Context: an optimization exercise on an open-source flow, tuned for small area, a short achievable clock period and few clock cycles. The choices shown serve that exercise and are no tape-out recipe. No run shown here included a check of the RTL's function; only the layout flow was run. Power and IR drop assume default switching activity.

<file path="run.sh">
#!/bin/bash
# synth_recipe.tcl (not shown) runs the flow's synth.tcl, then flattens the netlist and writes it again
# the make line also repeats each setting of config.mk as NAME=value (left out here)
make -C /OpenROAD-flow-scripts/flow DESIGN_CONFIG=/design/flow/config.mk WORK_HOME=/design/flow/orfs CLKGATE_MAP_FILE= SYNTH_SCRIPT=/design/flow/synth_recipe.tcl finish
</file>
<file path="config.mk">
export PLATFORM = sky130hd
export DESIGN_NAME = engine
export DESIGN_NICKNAME = engine
export VERILOG_FILES = /design/flow/design.v
export SDC_FILE = /design/flow/constraint.sdc
export NUM_CORES = 4
export LEC_CHECK = 0
export ABC_CLOCK_PERIOD_IN_PS = 5000
export CAP_MARGIN = 20
export CORE_MARGIN = 2
export CORE_UTILIZATION = 40
export SETUP_SLACK_MARGIN = 5
export SLEW_MARGIN = 20
</file>
<file path="constraint.sdc">
create_clock -name core_clock -period 11.0 [get_ports {clk}]
set_input_delay 2.2000 -clock core_clock [delete_from_list [all_inputs] [get_ports {clk}]]
set_output_delay 2.2000 -clock core_clock [all_outputs]
set_load 0.01 [all_outputs]
</file>
<file path="design.v">
`timescale 1 ns / 1 ps
module engine (
   input                      clk,
   input                      rst,
   output                     done,
   input    [63:0]            num_rows_in,
   input    [63:0]            rows_size_in,
   input    [63:0]            row_start_in,
   input    [63:0]            row_skip_in,
   input    [63:0]            hash_table_mask,
   input                      row_rq_stall_in,
   output                     row_rq_vld_out,
   output   [47:0]            row_rq_vadr_out,
   output                     row_rs_stall_out,
   input                      row_rs_vld_in,
   input    [63:0]            row_rs_data_in,
   input                      ll_afull_in,
   output                     ll_write_en_out,
   output   [47:0]            ll_address_out,
   output   [63:0]            ll_payload_out,
   input                      ht_rq_afull_in,
   output                     ht_rq_read_en_out,
   output   [47:0]            ht_rq_address_out,
   output   [63:0]            ht_rq_data_out,
   output                     ht_rs_afull_out,
   input                      ht_rs_write_en_in,
   input    [63:0]            ht_rs_data_in,
   input                      ll_update_afull_in,
   output                     ll_update_write_en_out,
   output   [47:0]            ll_update_addr_out,
   output   [63:0]            ll_update_data_out,
   input                      ll_rs_write_en_in
);
   wire  [47:0]               size_s = rows_size_in[47:0];
   wire  [47:0]               ss_s   = row_start_in[47:0] | row_skip_in[47:0];
   reg   [5:0]                msb_s;
   integer                    j;
   always @* begin
      msb_s = 6'd0;
      for (j = 0; j < 48; j = j + 1)
         if (ss_s[j]) msb_s = j[5:0];
   end
   reg   [5:0]                bit_a;       
   reg                        took_a;      
   reg                        last_a;      
   reg                        sbit_a, kbit_a;
   reg                        init_a;      
   reg   [47:0]               badr_a;      
   reg   [47:0]               step_a;      
   reg   [63:0]               idx_a;
   reg                        more_a;
   reg                        primed_a;
   wire                       rq_s       = init_a && more_a && !row_rq_stall_in;
   wire  [47:0]               badr_op_a  = init_a ? badr_a : {badr_a[46:0], 1'b0};
   wire  [47:0]               badr_op_b  = init_a ? step_a : (sbit_a ? size_s : 48'd0);
   wire  [47:0]               badr_sum   = badr_op_a + badr_op_b;
   always @(posedge clk) begin
      if (rst) begin
         bit_a    <= msb_s;
         took_a   <= 1'b0;
         last_a   <= 1'b0;
         init_a   <= 1'b0;
         badr_a   <= 48'd0;
         step_a   <= 48'd0;
      end else if (!init_a) begin
         sbit_a   <= row_start_in[bit_a];
         kbit_a   <= row_skip_in[bit_a];
         last_a   <= (bit_a == 6'd0);
         bit_a    <= bit_a - 6'd1;
         took_a   <= 1'b1;
         if (took_a) begin
            badr_a <= badr_sum;
            step_a <= {step_a[46:0], 1'b0} + (kbit_a ? size_s : 48'd0);
            init_a <= last_a;
         end
      end else if (rq_s) begin
         badr_a   <= badr_sum;
      end
   end
   always @(posedge clk) begin
      if (rst) begin
         idx_a    <= row_start_in;
         more_a   <= 1'b0;
         primed_a <= 1'b0;
      end else if (!primed_a || rq_s) begin
         idx_a    <= idx_a + row_skip_in;
         more_a   <= idx_a < num_rows_in;
         primed_a <= 1'b1;
      end
   end
   assign row_rq_vld_out  = rq_s;
   assign row_rq_vadr_out = {3'd0, badr_a[47:3]};
   wire                       push_s = row_rs_vld_in;
   reg                        lv0;
   reg   [63:0]               ld0;
   wire                       ll_fire = (lv0 || push_s) && !ll_afull_in;
   wire                       lv0_nx  = (lv0 || push_s) && !ll_fire;
   always @(posedge clk)
      if (!lv0) ld0 <= row_rs_data_in;
   reg                        kv;
   reg   [31:0]               kd;
   always @(posedge clk)
      if (push_s) kd <= row_rs_data_in[63:32];
   wire  [31:0]               prod_s = 32'h24820C8D * kd;
   wire  [30:0]               hash_s = prod_s[30:0] & hash_table_mask[30:0];
   reg                        hv0, hv1, hv2;
   reg   [30:0]               hd0, hd1, hd2;
   wire                       ht_fire = hv0 && !ht_rq_afull_in;
   always @(posedge clk) begin
      if (ht_fire) begin
         hd0 <= hv1 ? hd1 : hash_s;
         hd1 <= hv2 ? hd2 : hash_s;
         hd2 <= hash_s;
      end else if (kv) begin
         if (!hv0)      hd0 <= hash_s;
         else if (!hv1) hd1 <= hash_s;
         else           hd2 <= hash_s;
      end
   end
   wire                       hv0_nx = ht_fire ? (hv1 || kv) : (hv0 || kv);
   wire                       hv1_nx = ht_fire ? (hv2 || (hv1 && kv)) : (hv1 || (hv0 && kv));
   wire                       hv2_nx = ht_fire ? (hv2 && kv) : (hv2 || (hv1 && kv));
   reg                        row_stall_r;
   always @(posedge clk) begin
      if (rst) begin
         lv0 <= 1'b0; kv <= 1'b0; hv0 <= 1'b0; hv1 <= 1'b0; hv2 <= 1'b0;
         row_stall_r <= 1'b0;
      end else begin
         lv0 <= lv0_nx; kv <= push_s; hv0 <= hv0_nx; hv1 <= hv1_nx; hv2 <= hv2_nx;
         row_stall_r <= lv0_nx || hv2_nx || (hv1_nx && push_s);
      end
   end
   assign row_rs_stall_out = row_stall_r;
   reg   [46:0]               idx_l;       
   reg   [63:0]               idx_h;       
   always @(posedge clk) begin
      if (rst) begin
         idx_l <= row_start_in[46:0];
         idx_h <= row_start_in;
      end else begin
         if (ll_fire) idx_l <= idx_l + row_skip_in[46:0];
         if (ht_fire) idx_h <= idx_h + row_skip_in;
      end
   end
   assign ll_write_en_out    = ll_fire;
   assign ll_address_out     = {idx_l, 1'b0};
   assign ll_payload_out     = lv0 ? ld0 : row_rs_data_in;
   assign ht_rq_read_en_out  = ht_fire;
   assign ht_rq_address_out  = {17'd0, hd0};
   assign ht_rq_data_out     = idx_h;
   reg                        uv0;
   reg   [63:0]               ud0;
   wire                       u_vld   = uv0 || ht_rs_write_en_in;
   wire                       u_fire  = u_vld && !ll_update_afull_in;
   wire                       uv0_nx  = u_vld && !u_fire;
   reg   [46:0]               idx_u;
   reg                        ht_afull_r;
   always @(posedge clk) begin
      if (!uv0) ud0 <= ht_rs_data_in;
      if (rst) begin
         uv0        <= 1'b0;
         ht_afull_r <= 1'b0;
         idx_u      <= row_start_in[46:0];
      end else begin
         uv0        <= uv0_nx;
         ht_afull_r <= uv0_nx;
         if (u_fire) idx_u <= idx_u + row_skip_in[46:0];
      end
   end
   assign ht_rs_afull_out        = ht_afull_r;
   assign ll_update_write_en_out = u_fire;
   assign ll_update_addr_out     = {idx_u, 1'b1};
   assign ll_update_data_out     = uv0 ? ud0 : ht_rs_data_in;
   reg   [15:0]               inflight;
   always @(posedge clk) begin
      if (rst)
         inflight <= 16'd0;
      else if (rq_s && !ll_rs_write_en_in)
         inflight <= inflight + 16'd1;
      else if (!rq_s && ll_rs_write_en_in)
         inflight <= inflight - 16'd1;
   end
   assign done = primed_a && !more_a &&
                 (inflight == 16'd0 || (inflight == 16'd1 && ll_rs_write_en_in));
endmodule
</file>
==> results of run 1 <==
-- registers in the layout (all words and copies together), names as in the netlist, 6 cells and up --
register	count
bit_a	6
hd2	31
kd	31
ld0	64
step_a	48
inflight	16
hd1	31
idx_u	47
idx_h	64
badr_a	48
idx_a	64
hd0	31
idx_l	47
ud0	64
-- metal layers --
metal | up-vias | share of wire | global-route usage
met5 | - | 0.0016 | 0
met4 | 48 | 0.037 | 0.102
met3 | 337 | 0.082 | 0.0662
met2 | 1559 | 0.46 | 0.447
met1 | 21383 | 0.42 | 0.364
li1 | 21225 | - | -
-- where the power goes --
part | switching [mW] | internal (mW)
combinational | 5.66 | 4.91
sequential | 0.307 | 3.15
clock | 1.11 | 1.52
total | 7.08 | 9.57
-- critical path: stages --
cell and delay [ns]:
clkdlybuf4s50_1 0.59, ha_1 0.45, o21ai_0 0.14, o21ai_1 0.32, a311oi_2 0.23, a22oi_1 0.53
o21bai_1 0.21, o21ai_2 0.46, a311oi_1 0.30, o41ai_2 0.60, nor2_1 0.11, a211o_1 0.26
-- kinds of logic after synthesis --
kind of cell	count (synthesis)	synth area share
AO/OA/AOI/OAI	1613	0.207
XOR/XNOR	303	0.0531
adder cells (fa/ha/maj)	652	0.180
buffers and inverters	726	0.0598
flip-flops	606	0.314
multiplexers	234	0.0619
other	2	0.000150
AND/OR/NAND/NOR	1303	0.124
-- timing repair --
action	4_1_cts	5_1_grt
pin swaps	64	74
gates resized for setup	67	81
setup endpoints to repair	48	53
hold buffers	0	0
cloned	0	0
buffers inserted	47	21
-- metrics by stage --
step,cell area [sq um],hold WS (ns),utilization
after global routing,62900,0.483,0.508
final,62900,0.468,0.508
after floorplan,50000,0.438,-
after global placement,59000,0.453,0.477
after detailed placement,59000,0.457,0.477
after CTS,62300,0.472,0.503
-- area by class of cell --
cell class              count  area, sq um  area share
flip-flops and latches    606        15700       0.249
well taps                1637         2050      0.0326
clock inverters            37          324     0.00515
repair buffers            877         8540       0.136
clock buffers             108         2260      0.0360
diodes                     14         35.0    0.000557
multi-input cells        4127        32200       0.511
inverters                 484         1820      0.0290
-- cell usage in the layout, fill, tap and decap left out, types with 44 or more instances in the layout --
cell type | synthesis | final
ha_1 | 542 | 511
nand2_1 | 445 | 441
and2_1 | 80 | 78
o211ai_1 | 49 | 49
fa_1 | 110 | 96
nor2_1 | 278 | 274
buf_4 | 68 | 98
a22o_1 | 48 | 48
o21ai_0 | 387 | 381
mux2_2 | 180 | 179
inv_1 | 484 | 451
nand4_1 | 52 | 52
a21oi_1 | 426 | 421
dfxtp_1 | 252 | 247
a211oi_1 | 80 | 77
o21ai_1 | 50 | 50
xnor2_1 | 182 | 176
o21bai_1 | 51 | 48
clkbuf_16 | 0 | 83
xor2_1 | 121 | 115
clkdlybuf4s50_1 | 0 | 773
edfxtp_1 | 354 | 354
nand2b_1 | 51 | 51
nor3_1 | 84 | 84
nand3_1 | 97 | 96
a21o_1 | 178 | 177
o21a_1 | 65 | 64
and3_1 | 48 | 44
-- final timing paths --
kind | startpoint | to | slack [ns] | cells after the start
min reg2reg | badr_a[0] | badr_a[0] | 0.47 | 2
min | badr_a[0] | badr_a[0] | 0.47 | 2
max | row_skip_in[2] | idx_h[51] | 5.02 | 12
max reg2reg | kd[10] | hd0[26] | 5.03 | 25
==> results.yml, run 1 <==
route:
  drc: 0
  vias: 44552
  first_iter_violations: 3637
  viasPerCell: 5.65
  wl_per_cell_um: 23.2
  drtAntennaViolNets: 0
  dr.pass1.iters: 6
  wirelength_mm: 183
logic_synthesis:
  synth_area_per_cell_sq_um: 9.18
  synthArstFlopShare: 0
  synth_edf_count: 354
  ys_warn_count: 1
  synth_area_leaders: "edfxtp_1, ha_1, dfxtp_1"
  ys_ff_latch: 606
  ys_types: 96
  netlist_instances: 5439
  synth_top_cell_by_area: "edfxtp_1"
  synth.most_common_cell: "ha_1"
  ys.flop_type: "edfxtp_1"
  synthTopCellsByCount: "ha_1, inv_1, nand2_1, a21oi_1, o21ai_0"
  yosysTopAreaCellShare: 0.213
  syn_area_sq_mm: 0.0499
  ys_seq_area_frac: 0.314
final_layout:
  nNetsFinal: 7283
  drive_gt1_frac: 0.104
  final-instance-count-excl-fill: 7890
  areaGrowthSynthToFinish_pct: 25.9
  fillers: 11476
power:
  p_total_mw: 16.7
  leakagePower_nw: 26.6
  peakVddDrop_mv: 0.460
  cellPowerDensity_mw_per_mm2: 265
worst_setup_path:
  crit_required_ns: 11.44
  arrival_ns: 6.42
  worstPathMaxFanout: 7
  endpoint_kind: "register"
  worstSetupStartpointType: "input pin"
  crit_type: "in -> reg"
clock_tree:
  cts_tree: "done"
  cts.sinks: 606
  cts_buffers: 78
  cts_buffer_depth: 3
  clockRootBuffer: "clkbuf_16"
  clkTransAtPathRegs_ns: 0.06
  htree_num_levels: 3
  clock_latency_ns: 0.70
timing:
  fin_skew_ns: 0.0280
  finalSetupViolCount: 0
  min_period_ns: 5.98
  tns_ns: 0
  slew-limit-headroom: 0.279
  hold_viol: 0
  slew_viol_final: 0
  fmax_ghz: 0.167
  worst_pin_slew_ns: 1.08
  setup_ws_ns: 5.02
  min_period_over_period: 0.544
  rsz0062_at_grt: "yes"
run:
  cap_violations: 0
die:
  die-area_sq_mm: 0.128
  io_pins: 848
  rows: 129
  die_w_um: 357
  die_y_um: 357
  initial_core_util: 0.403
  core_sq_mm: 0.124
place:
  place_ws_ns: 4.13
  io_buffers: 776
  dp_cells: 7663
  dp_hpwl_mm: 143
  place.gp.congestion: 0.971
outcome:
  status: "no timing/DRC/antenna violations"
grt:
  first_global_vias: 43457
  antenna_found_initial: 41
  grt_overflow: 0
  grt_usage: 0.278
  grt_pass1_wl_mm: 270
  grt_max_degree: 150
hold_path:
  holdCritPathClass: "reg -> reg"
==> inputs of run 2 (changes only) <==
--- a/design.v
+++ b/design.v
@@ -41,12 +41,14 @@
          if (ss_s[j]) msb_s = j[5:0];
    end
    reg   [5:0]                bit_a;       
-   reg                        took_a;      
    reg                        last_a;      
    reg                        sbit_a, kbit_a;
    reg                        init_a;      
    reg   [47:0]               badr_a;      
    reg   [47:0]               step_a;      
+   wire  [5:0]                sel_a      = rst ? msb_s : bit_a;
+   wire                       sbit_s     = row_start_in[sel_a];
+   wire                       kbit_s     = row_skip_in[sel_a];
    reg   [63:0]               idx_a;
    reg                        more_a;
    reg                        primed_a;
@@ -55,24 +57,20 @@
    wire  [47:0]               badr_op_b  = init_a ? step_a : (sbit_a ? size_s : 48'd0);
    wire  [47:0]               badr_sum   = badr_op_a + badr_op_b;
    always @(posedge clk) begin
+      if (rst || !init_a) begin
+         sbit_a   <= sbit_s;
+         kbit_a   <= kbit_s;
+         last_a   <= (sel_a == 6'd0);
+         bit_a    <= sel_a - 6'd1;
+      end
       if (rst) begin
-         bit_a    <= msb_s;
-         took_a   <= 1'b0;
-         last_a   <= 1'b0;
          init_a   <= 1'b0;
          badr_a   <= 48'd0;
          step_a   <= 48'd0;
       end else if (!init_a) begin
-         sbit_a   <= row_start_in[bit_a];
-         kbit_a   <= row_skip_in[bit_a];
-         last_a   <= (bit_a == 6'd0);
-         bit_a    <= bit_a - 6'd1;
-         took_a   <= 1'b1;
-         if (took_a) begin
-            badr_a <= badr_sum;
-            step_a <= {step_a[46:0], 1'b0} + (kbit_a ? size_s : 48'd0);
-            init_a <= last_a;
-         end
+         badr_a   <= badr_sum;
+         step_a   <= {step_a[46:0], 1'b0} + (kbit_a ? size_s : 48'd0);
+         init_a   <= last_a;
       end else if (rq_s) begin
          badr_a   <= badr_sum;
       end
@@ -99,35 +97,34 @@
       if (!lv0) ld0 <= row_rs_data_in;
    reg                        kv;
    reg   [31:0]               kd;
+   reg                        hv0, hv1;
+   reg   [30:0]               hd0, hd1;
+   wire                       ht_fire = hv0 && !ht_rq_afull_in;
+   wire                       k_move  = kv && (!hv1 || ht_fire);
    always @(posedge clk)
       if (push_s) kd <= row_rs_data_in[63:32];
    wire  [31:0]               prod_s = 32'h24820C8D * kd;
    wire  [30:0]               hash_s = prod_s[30:0] & hash_table_mask[30:0];
-   reg                        hv0, hv1, hv2;
-   reg   [30:0]               hd0, hd1, hd2;
-   wire                       ht_fire = hv0 && !ht_rq_afull_in;
    always @(posedge clk) begin
       if (ht_fire) begin
          hd0 <= hv1 ? hd1 : hash_s;
-         hd1 <= hv2 ? hd2 : hash_s;
-         hd2 <= hash_s;
+         hd1 <= hash_s;
       end else if (kv) begin
          if (!hv0)      hd0 <= hash_s;
          else if (!hv1) hd1 <= hash_s;
-         else           hd2 <= hash_s;
       end
    end
    wire                       hv0_nx = ht_fire ? (hv1 || kv) : (hv0 || kv);
-   wire                       hv1_nx = ht_fire ? (hv2 || (hv1 && kv)) : (hv1 || (hv0 && kv));
-   wire                       hv2_nx = ht_fire ? (hv2 && kv) : (hv2 || (hv1 && kv));
+   wire                       hv1_nx = ht_fire ? (hv1 && kv) : (hv1 || (hv0 && kv));
+   wire                       kv_nx  = push_s || (kv && !k_move);
    reg                        row_stall_r;
    always @(posedge clk) begin
       if (rst) begin
-         lv0 <= 1'b0; kv <= 1'b0; hv0 <= 1'b0; hv1 <= 1'b0; hv2 <= 1'b0;
+         lv0 <= 1'b0; kv <= 1'b0; hv0 <= 1'b0; hv1 <= 1'b0;
          row_stall_r <= 1'b0;
       end else begin
-         lv0 <= lv0_nx; kv <= push_s; hv0 <= hv0_nx; hv1 <= hv1_nx; hv2 <= hv2_nx;
-         row_stall_r <= lv0_nx || hv2_nx || (hv1_nx && push_s);
+         lv0 <= lv0_nx; kv <= kv_nx; hv0 <= hv0_nx; hv1 <= hv1_nx;
+         row_stall_r <= lv0_nx || (kv_nx && hv1_nx);
       end
    end
    assign row_rs_stall_out = row_stall_r;
==> results.yml, run 2 <==
logic_synthesis:
  syn_area_sq_mm: 0.0478
  synth_area_per_cell_sq_um: 9.06
  ys_ff_latch: 573
  ys_types: 99
  synth_area_leaders: "edfxtp_1, ha_1, dfxtp_1"
  netlist_instances: 5277
  ys.flop_type: "edfxtp_1"
  synthArstFlopShare: 0
  ys_warn_count: 1
  ys_seq_area_frac: 0.308
  synth.most_common_cell: "ha_1"
  yosysTopAreaCellShare: 0.204
  synth_edf_count: 324
  synth_top_cell_by_area: "edfxtp_1"
  synthTopCellsByCount: "ha_1, nand2_1, inv_1, o21ai_0, a21oi_1"
worst_setup_path:
  crit_required_ns: 11.41
  regToRegStartpoint: "kd[5]"
  critical-path-slowest-cell: "fa_1"
  r2r_setup_slack_ns: 4.74
  path_buf_inv: 6
  max_stage_delay_ns: 0.58
  cpMostUsedCell: "inv_2"
  worstSetupStartpointType: "register"
  r2r_cells: 27
  crit_type: "reg -> reg"
  arrival_ns: 6.68
  worstReg2RegEnd: "hd1[30]"
  cpLargestDelayFamily: "adder cells"
  endpoint_kind: "register"
  worstPathMaxFanout: 5
place:
  place_ws_ns: 3.68
  dp_cells: 7423
  dp_hpwl_mm: 136
  io_buffers: 776
  place.gp.congestion: 0.943
final_layout:
  final-instance-count-excl-fill: 7620
  regArea_sq_mm: 0.0147
  drive_gt1_frac: 0.0889
  multi_input_area_sq_mm: 0.0310
  final_cell_mix: "clkdlybuf4s50_1, ha_1, nand2_1"
  nNetsFinal: 7122
  areaGrowthSynthToFinish_pct: 26.1
  fillers: 11015
  final_common_cell: "clkdlybuf4s50_1"
grt:
  grt_pass1_wl_mm: 255
  use_met2: 0.448
  met1_usage: 0.343
  grt_max_degree: 99
  first_global_vias: 41211
  top_usage_layer: "met2"
  antenna_found_initial: 45
  grt_use_met3: 0.0787
  grt_overflow: 0
  grt_usage: 0.273
power:
  clockPowerShare: 0.158
  peakVddDrop_mv: 0.337
  leakagePower_nw: 25.9
  p_comb_frac: 0.624
  p_switching_mw: 6.58
  p_total_mw: 15.4
  internal_power_mw: 8.82
  cellPowerDensity_mw_per_mm2: 256
  switching_share: 0.427
  pwr-share-seq: 0.219
die:
  die_w_um: 350
  die_y_um: 350
  rows: 126
  core_sq_mm: 0.118
  initial_core_util: 0.404
  io_pins: 848
  die-area_sq_mm: 0.122
route:
  first_iter_violations: 2909
  drtAntennaViolNets: 0
  drc: 0
  wirelength_mm: 173
  viasPerCell: 5.58
  dr.pass1.iters: 6
  vias: 42555
  wl_per_cell_um: 22.7
timing:
  min_period_over_period: 0.569
  slew-limit-headroom: 0.293
  holdWs_ns: 0.468
  setup_ws_ns: 4.74
  hold_viol: 0
  worst_pin_slew_ns: 1.03
  rsz0062_at_grt: "yes"
  slew_viol_final: 0
  fmax_ghz: 0.160
  min_period_ns: 6.26
  finalSetupViolCount: 0
  fin_skew_ns: 0.0370
  tns_ns: 0
clock_tree:
  clockRootBuffer: "clkbuf_16"
  cts_buffer_depth: 3
  hold_buffers: 0
  clkTransAtPathRegs_ns: 0.06
  htree_num_levels: 3
  clock_latency_ns: 0.68
  cts_tree: "done"
  cts.sinks: 573
  cts_buffers: 75
outcome:
  status: "no timing/DRC/antenna violations"
hold_path:
  min_from: "badr_a[0]"
  hold_depth: 2
  holdPathEnd: "badr_a[0]"
  holdCritPathClass: "reg -> reg"
run:
  cap_violations: 0
[run 2: changes by cell type after synthesis, moves of 34 or more]
cell / before / now
o21ai_1: 50 / 16
mux4_2: 42 / 0
mux2i_1: 12 / 51
a21oi_1: 426 / 384
a211oi_1: 80 / 29
o21ai_0: 387 / 433
[run 2: worst reg2reg max path: cells and delay by family, from the launching register on]
family | cells | cell delay, ns
adder cells (fa/ha/maj) | 9 | 3.18
AO/OA/AOI/OAI | 11 | 1.77
flip-flops | 1 | 0.51
XOR/XNOR | 1 | 0.29
buffers and inverters | 6 | 0.27
[run 2: worst max-delay path by stage]
stage | start | endpoint | cells after the start
6_report | kd[5] | hd1[30] | 27
5_1_grt | kd[5] | hd1[30] | 27
4_1_cts | kd[6] | hd1[30] | 26
3_5_place_dp | row_skip_in[1] | idx_h[60] | 16
3_3_place_gp | row_skip_in[1] | idx_h[60] | 16
2_1_floorplan | kd[7] | hd0[30] | 26
[run 2: what timing repair did]
item,CTS,global route
setup endpoints to repair,70,63
buffers inserted,31,11
pin swaps,59,44
gates cloned,2,1
gates resized for setup,92,68
[run 2: stage by stage]
step,util,cell area (sq um)
after detailed placement,0.480,56800
after floorplan,-,47900
final,0.510,60300
after CTS,0.506,59800
after global routing,0.509,60200
after global placement,0.480,56800
[run 2: cell type report]
| cell class | instances | area share |
|---|---|---|
| Tap cell | 1536 | 0.0319 |
| Antenna cell | 11 | 0.000457 |
| Clock buffer | 111 | 0.0353 |
| Timing Repair Buffer | 847 | 0.140 |
| Clock inverter | 26 | 0.00397 |
| Sequential cell | 573 | 0.244 |
| Multi-Input combinational cell | 4053 | 0.515 |
| Inverter | 463 | 0.0289 |
[run 2: metal layers]
metal  share of wire  up-vias
li1                -    20453
met1            0.42    20287
met2            0.46     1403
met3           0.088      356
met4           0.034       56
met5          0.0022        -
[run 2: power by group through the flow]
stage	registers, mW	logic (mW)	clock network, mW
floorplan	3.34	5.97	0
global placement	3.41	8.16	0
detailed placement	3.42	8.29	0
CTS	3.37	9.15	2.48
global route	3.42	10.6	2.55
finish	3.37	9.60	2.43
[run 2: kinds of logic (layout without fill, tap and decap cells)]
logic type	after synthesis	in the layout	share of synthesized area
other cells	2	33	0.000157
buf+inv	673	1447	0.0584
xor+xnor	321	321	0.0588
simple gates	1322	1323	0.131
fa+ha+maj	652	652	0.188
mux	234	234	0.0538
flops	573	573	0.308
compound gates	1500	1501	0.201
==> inputs of run 3 (changes only) <==
==> flow/run.sh (new file) <==
#!/bin/bash
# Layout: the standard flow (standard.sh: the standard synthesis, then
# ORFS floorplan to finish at the design's clock and constraints), with two
# changes to how the layout is optimised:
#  - the port buffers that buffer_ports inserts are buf_1 cells;
#  - repair_timing works towards a larger setup margin.
# make's full output goes to standard_finish.log in this folder.
set -uo pipefail
bash standard.sh \
   "BUFFER_PORTS_ARGS=-buffer_cell sky130_fd_sc_hd__buf_1" \
   SETUP_SLACK_MARGIN=6.0 \
   finish > standard_finish.log 2>&1
status=$?
tail -5 standard_finish.log
exit $status
==> standard.sh (new file) <==
#!/bin/bash
# synth_recipe.tcl (not shown) runs the flow's synth.tcl, then flattens the netlist and writes it again
# the make line also repeats each setting of config.mk as NAME=value (left out here)
make -C /OpenROAD-flow-scripts/flow DESIGN_CONFIG=/design/flow/config.mk WORK_HOME=/design/flow/orfs CLKGATE_MAP_FILE= SYNTH_SCRIPT=/design/flow/synth_recipe.tcl "${@:-finish}"
--- a/config.mk
+++ b/config.mk
@@ -9,5 +9,4 @@
 export CAP_MARGIN = 20
 export CORE_MARGIN = 2
 export CORE_UTILIZATION = 40
-export SETUP_SLACK_MARGIN = 5
 export SLEW_MARGIN = 20
removed: run.sh
==> results.yml, run 3 <==
outcome:
  status: "no timing/DRC/antenna violations"
die:
  initial_core_util: 0.404
  rows: 126
  io_pins: 848
  core_sq_mm: 0.118
  die_y_um: 350
  die-area_sq_mm: 0.122
  die_w_um: 350
logic_synthesis:
  synth_top_cell_by_area: "edfxtp_1"
  synth_area_leaders: "edfxtp_1, ha_1, dfxtp_1"
  netlist_instances: 5277
  synth.most_common_cell: "ha_1"
  syn_area_sq_mm: 0.0478
  yosysTopAreaCellShare: 0.204
  ys.flop_type: "edfxtp_1"
  ys_warn_count: 1
  ys_ff_latch: 573
  ys_seq_area_frac: 0.308
  ys_types: 99
  synth_area_per_cell_sq_um: 9.06
  synth_edf_count: 324
  synthTopCellsByCount: "ha_1, nand2_1, inv_1, o21ai_0, a21oi_1"
  synthArstFlopShare: 0
power:
  peakVddDrop_mv: 0.484
  clockPowerShare: 0.159
  cellPowerDensity_mw_per_mm2: 273
  leakagePower_nw: 24.7
  internal_power_mw: 8.99
  p_comb_frac: 0.629
  p_switching_mw: 6.96
  p_total_mw: 15.9
  pwr-share-seq: 0.212
  switching_share: 0.436
timing:
  hold_viol: 0
  worst_pin_slew_ns: 1.01
  min_period_over_period: 0.556
  fin_skew_ns: 0.0198
  slew_viol_final: 0
  holdWs_ns: 0.466
  rsz0062_at_grt: "yes"
  min_period_ns: 6.11
  fmax_ghz: 0.164
  finalSetupViolCount: 0
  setup_ws_ns: 4.89
  slew-limit-headroom: 0.323
  tns_ns: 0
grt:
  grt_pass1_wl_mm: 253
  first_global_vias: 41489
  grt_overflow: 0
  grt_max_degree: 162
  antenna_found_initial: 27
  grt_usage: 0.269
worst_setup_path:
  crit_required_ns: 11.41
  regToRegStartpoint: "kd[5]"
  worstSetupStartpointType: "register"
  r2r_cells: 27
  worstReg2RegEnd: "hd1[30]"
  endpoint_kind: "register"
  crit_type: "reg -> reg"
  r2r_setup_slack_ns: 4.89
  worstPathMaxFanout: 4
  arrival_ns: 6.53
route:
  vias: 43039
  drc: 0
  dr.pass1.iters: 5
  drtAntennaViolNets: 0
  wirelength_mm: 172
  viasPerCell: 5.58
  wl_per_cell_um: 22.3
  first_iter_violations: 3065
clock_tree:
  cts_tree: "done"
  cts_buffer_depth: 3
  htree_num_levels: 3
  clockRootBuffer: "clkbuf_16"
  hold_buffers: 0
  clock_latency_ns: 0.67
  cts.sinks: 573
  cts_buffers: 74
  clkTransAtPathRegs_ns: 0.06
final_layout:
  drive_gt1_frac: 0.146
  fin_util: 0.494
  nNetsFinal: 7215
  final_common_cell: "buf_1"
  areaGrowthSynthToFinish_pct: 22.1
  final_cell_mix: "buf_1, ha_1, nand2_1"
place:
  place.gp.congestion: 0.945
  dp_hpwl_mm: 133
  place_ws_ns: 3.87
  io_buffers: 776
run:
  cap_violations: 0
hold_path:
  hold_depth: 1
  holdPathEnd: "ld0[30]"
  holdCritPathClass: "reg -> reg"
  min_from: "ld0[30]"
## run 3: stage by stage
step	instance area, sq um	cells
global route	58300	7703
detailed placement	52400	7426
finish	58400	7714
CTS	56600	7635
global placement	52400	7426
floorplan	48300	5297
## run 3: routing by layer
metal / vias to the layer above / GRT usage / part of all wire
met5: - / 0 / 0.0012
met4: 32 / 0.105 / 0.040
met3: 359 / 0.0631 / 0.073
met2: 1374 / 0.437 / 0.46
met1: 20609 / 0.346 / 0.43
li1: 20665 / - / -
## run 3: how the worst max path moves through the flow
stage / from / slack (ns) / endpoint / cells past startpoint
final: kd[5] / 4.89 / hd1[30] / 27
after global routing: kd[7] / 4.71 / hd1[30] / 22
after CTS: kd[4] / 4.79 / hd0[30] / 27
after detailed placement: row_skip_in[1] / 3.87 / idx_a[62] / 15
after global placement: row_skip_in[1] / 3.91 / idx_a[62] / 15
after floorplan: kd[4] / 5.17 / hd0[30] / 27
## run 3: critical path, stage by stage (launching register included)
cell      delay (ns)
edfxtp_1        0.55
ha_1            0.37
inv_2           0.04
fa_2            0.32
inv_2           0.08
ha_4            0.19
inv_2           0.05
fa_1            0.42
inv_2           0.10
ha_4            0.21
ha_4            0.26
inv_2           0.03
fa_1            0.47
inv_1           0.05
fa_1            0.56
ha_4            0.23
o21a_1          0.17
o21a_1          0.17
o21a_1          0.18
o21a_1          0.19
o21ai_2         0.12
a31oi_2         0.07
o21ai_2         0.18
a21oi_2         0.12
o41ai_4         0.28
o21ai_2         0.13
xnor2_2         0.22
o21ai_1         0.10
## run 3: final cells by class
| type | count | area, sq um |
|---|---|---|
| clock inverters | 45 | 492 |
| fillers | 11216 | 59900 |
| diodes | 12 | 30.0 |
| repair buffers | 941 | 4590 |
| multi-input cells | 4053 | 32900 |
| clock buffers | 91 | 1980 |
| flip-flops and latches | 573 | 14700 |
| inverters | 463 | 1760 |
| well taps | 1536 | 1920 |
## run 3: repair_timing
item / 4_1_cts / 5_1_grt
resized for setup: 262 / 233
cloned: 3 / 1
buffers inserted: 70 / 62
pin swaps: 116 / 158
setup endpoints to repair: 197 / 105
## run 3: cells by family after synthesis
logic type / share of synthesized area
AOI/OAI and AO/OA: 0.201
and+or+nand+nor: 0.131
buffers and inverters: 0.0584
adders and majority gates: 0.188
DFF: 0.308
xor gates and xnor gates: 0.0588
muxes: 0.0538
other: 0.000157
## run 3: power groups by stage
stage | combinational, mW | sequential (mW) | clock (mW)
after floorplan | 6.24 | 3.34 | 0
after global routing | 11.0 | 3.43 | 2.67
final | 10.0 | 3.37 | 2.54
after CTS | 9.13 | 3.37 | 2.59
after global placement | 8.05 | 3.41 | 0
after detailed placement | 8.17 | 3.42 | 0

## what the ideal ports hide
Ports are ideal in the flow. The routed layouts listed here were re-timed in OpenROAD. Step 1 (the two cells are an assumption about what drives the block):
set clk [get_ports {clk}]
set_driving_cell -lib_cell sky130_fd_sc_hd__clkbuf_16 $clk
set_driving_cell -lib_cell sky130_fd_sc_hd__buf_2 [delete_from_list [all_inputs] $clk]
Step 2 adds t to the input delays and takes it off the output delays; t is the mean of the earliest and latest rising clock arrival at the registers after step 1. Input paths then give back, and output paths get back, about the clock's delay inside the block. Three values: no drivers, after step 1, after step 2; two values: the first two.
run	t, ns	setup WS [ns]	hold WS [ns]
run 1	0.760	5.016 / 5.031 / 4.308	0.468 / 0.468 / 0.468
run 2	0.740	4.737 / 4.737 / 4.329	0.468 / 0.468 / 0.468
run 3	0.742	4.886 / 4.886 / 4.886	0.466 / 0.466 / 0.466
After both steps every run listed still meets setup and hold. For run 1, which loses most, drivers alone change the setup slack by +0.015 ns; drivers and shift together by -0.708 ns.
